This design comes from an exercise in tuning for small area and a short achievable clock period on the open sky130 flow, not from production work. The RTL was checked by simulation tests, not by an equivalence proof against the original design. Power figures rest on the tool's default switching activity, not on a simulated workload.

==> flow/design.v (excerpt) <==
module hw_cn119652311a_alu (
    input         clk,
    input         rst_n,
    input         wr_en,
    input         rd_en,
    input  [11:0] addr,
    input  [31:0] wr_data,
    output [31:0] rd_data,
    output reg    irq
);
    function [1:0] f_inc;
        input [1:0] x;
        case (x)
            2'b00: f_inc = 2'b01;
            2'b01: f_inc = 2'b10;
            default: f_inc = 2'b00;
        endcase
    endfunction
    function [1:0] f_dec;
        input [1:0] x;
        case (x)
            2'b00: f_dec = 2'b10;
            2'b10: f_dec = 2'b01;
            default: f_dec = 2'b00;
        endcase
    endfunction
    function [1:0] f_tsum;
        input [1:0] x, y;
        case (x)
            2'b00: f_tsum = y;
            2'b01: f_tsum = f_inc(y);
            default: f_tsum = f_dec(y);
        endcase
    endfunction
    function f_carry;
        input [1:0] x, y;
        f_carry = (x == 2'b10 && (y == 2'b01 || y == 2'b10)) ||
                  (y == 2'b10 && (x == 2'b01 || x == 2'b10));
    endfunction
    reg [31:0] vdd_ctrl, vth_cfg, gate_op;
    reg [31:0] operand_a, operand_b, operand_c, operand_d;
    reg [31:0] alu_cmd, approx_cfg, comp_mode, irq_enable;
    reg [1:0]  gate_result;
    reg        irq_status;
    reg [23:0] wide_result;   
    reg [6:0]  alu_small;     
    reg        alu_wide;      
    wire [1:0] a0 = operand_a[1:0];
    wire [1:0] b0 = operand_b[1:0];
    wire [1:0] c0 = operand_c[1:0];
    wire [1:0] tsum_ab  = f_tsum(a0, b0);
    wire       carry_ab = f_carry(a0, b0);
    wire [1:0] tfa_sum  = f_tsum(tsum_ab, c0);
    wire       tfa_cy   = carry_ab | f_carry(tsum_ab, c0);
    wire [1:0] tmul_p;
    assign tmul_p[0] = (a0 == 2'b01 && b0 == 2'b01) || (a0 == 2'b10 && b0 == 2'b10);
    assign tmul_p[1] = (a0 == 2'b01 && b0 == 2'b10) || (a0 == 2'b10 && b0 == 2'b01);
    wire       tmul_cy = (a0 == 2'b10 && b0 == 2'b10);
    wire [11:0] a = operand_a[11:0];
    wire [11:0] b = operand_b[11:0];
    wire [1:0]  comp = comp_mode[1:0];
    wire [6:0]  pp_ll;
    wire [23:0] p;
    function [1:0] tm;
        input [1:0] x, y;
        begin
            tm[0] = (x == 2'b01 && y == 2'b01) || (x == 2'b10 && y == 2'b10);
  ...
==> flow/config.mk <==
export PLATFORM = sky130hd
export DESIGN_NAME = hw_cn119652311a_alu
export DESIGN_NICKNAME = hw_cn119652311a_alu
export VERILOG_FILES = /design/flow/design.v
export SDC_FILE = /design/flow/constraint.sdc
export NUM_CORES = 4
export LEC_CHECK = 0
export ABC_AREA = 1
export CAP_MARGIN = 20
export CORE_MARGIN = 2
export CORE_UTILIZATION = 50
export CTS_CLUSTER_DIAMETER = 100
export CTS_CLUSTER_SIZE = 30
export SETUP_SLACK_MARGIN = 4.6
export SLEW_MARGIN = 20
export SYNTH_HIERARCHICAL = 1
==> flow/constraint.sdc <==
create_clock -name core_clock -period 10.0 [get_ports {clk}]
set_input_delay 2.0000 -clock core_clock [delete_from_list [all_inputs] [get_ports {clk}]]
set_output_delay 2.0000 -clock core_clock [all_outputs]
set_load 0.01 [all_outputs]
run.sh (not shown) runs the stock make flow with config.mk's settings and CLKGATE_MAP_FILE= SYNTH_SCRIPT=/design/flow/synth_recipe.tcl, a recipe that flattens the netlist after the stock synthesis.
Then changed:
CTS_CLUSTER_SIZE = 26   (was 30)
Critical path depth stays the same.
Non-clock buffer count grows by 3.
Area after synthesis does not change.
Global-route usage increases by 0.15 points.
Then changed:
CTS_CLUSTER_SIZE = 30   (was 26)
SETUP_SLACK_MARGIN = 5.0   (was 4.6)
Outcome: Setup slack is better by 0.0064 ns; count of clock-buffer cells in the layout went down by 2; area after synthesis stays the same; core utilization went up by 0.15 points.
Then changed:
GPL_ROUTABILITY_DRIVEN = 0   (was default)
SETUP_SLACK_MARGIN = 4.6   (was 5.0)
Outcome: Hold slack stays flat. Sequential power hardly moves. Cell area is lower by 0.71%. Utilization is lower by 0.42 points.
Then changed:
CORE_UTILIZATION = 65   (was 50)
GPL_ROUTABILITY_DRIVEN = default   (was 0)
=> The changed run completed with no timing, DRC or antenna violations; global-route usage rises by 10 points; core utilization came out higher by 17 points; total power shrinks by 0.40%; count of clock-buffer cells in the layout shrinks by 1; critical path depth shrinks by 1; combinational power stays flat; worst setup slack is worse by 0.17 ns; area after synthesis stays the same; cell area is lower by 1.8%.
Then changed:
CORE_UTILIZATION = 50   (was 65)
CTS_CLUSTER_SIZE = 26   (was 30)
GPL_TIMING_DRIVEN = 1   (was default)
Sequential share of layout area came out lower by 0.82 points.
Clock-buffer cell count came out higher by 4.
Power came out higher by 1.4%.
Cell area came out higher by 2.3%.
First-iteration DRC count came out lower by 29%.
Clock skew came out lower by 0.0092 ns.
Hold slack loses 0.0047 ns.

-- re-timing with driven ports --
The flow's constraints put no driver on any port. The routed layouts listed below were extracted and timed again, unchanged, in two steps. Step 1 (the two cells are an assumption about what drives the block):
set clk [get_ports {clk}]
set_driving_cell -lib_cell sky130_fd_sc_hd__clkbuf_16 $clk
set_driving_cell -lib_cell sky130_fd_sc_hd__buf_2 [delete_from_list [all_inputs] $clk]
Step 2 times the ports against the registers' clock, not the clock port: input delays grow and output delays shrink by t, the midpoint of the rising clock arrivals with the driver on. Slacks: ideal / step 1 / step 2; pairs: ideal / step 1.
| run | t, ns | setup WS [ns] | hold WS [ns] | clock arrival spread, ns |
|---|---|---|---|---|
| the first run | 0.597 | 4.352 / 4.315 / 4.315 | 0.496 / 0.496 / 0.496 | 0.033 / 0.032 |
| the second run | 0.615 | 4.332 / 4.290 / 4.290 | 0.493 / 0.493 / 0.493 | 0.037 / 0.037 |
| the third run | 0.587 | 4.338 / 4.288 / 4.288 | 0.495 / 0.495 / 0.495 | 0.027 / 0.027 |
| the fourth run | 0.598 | 4.327 / 4.296 / 4.296 | 0.497 / 0.497 / 0.497 | 0.032 / 0.032 |
| the fifth run | 0.587 | 4.161 / 4.114 / 4.114 | 0.498 / 0.498 / 0.498 | 0.053 / 0.052 |
| the sixth run | 0.615 | 4.332 / 4.290 / 4.290 | 0.493 / 0.493 / 0.493 | 0.037 / 0.037 |
After both steps setup and hold are still met in every run listed. The setup slack of the third run, which loses most, moves by -0.050 ns with the drivers and by -0.050 ns with both steps.
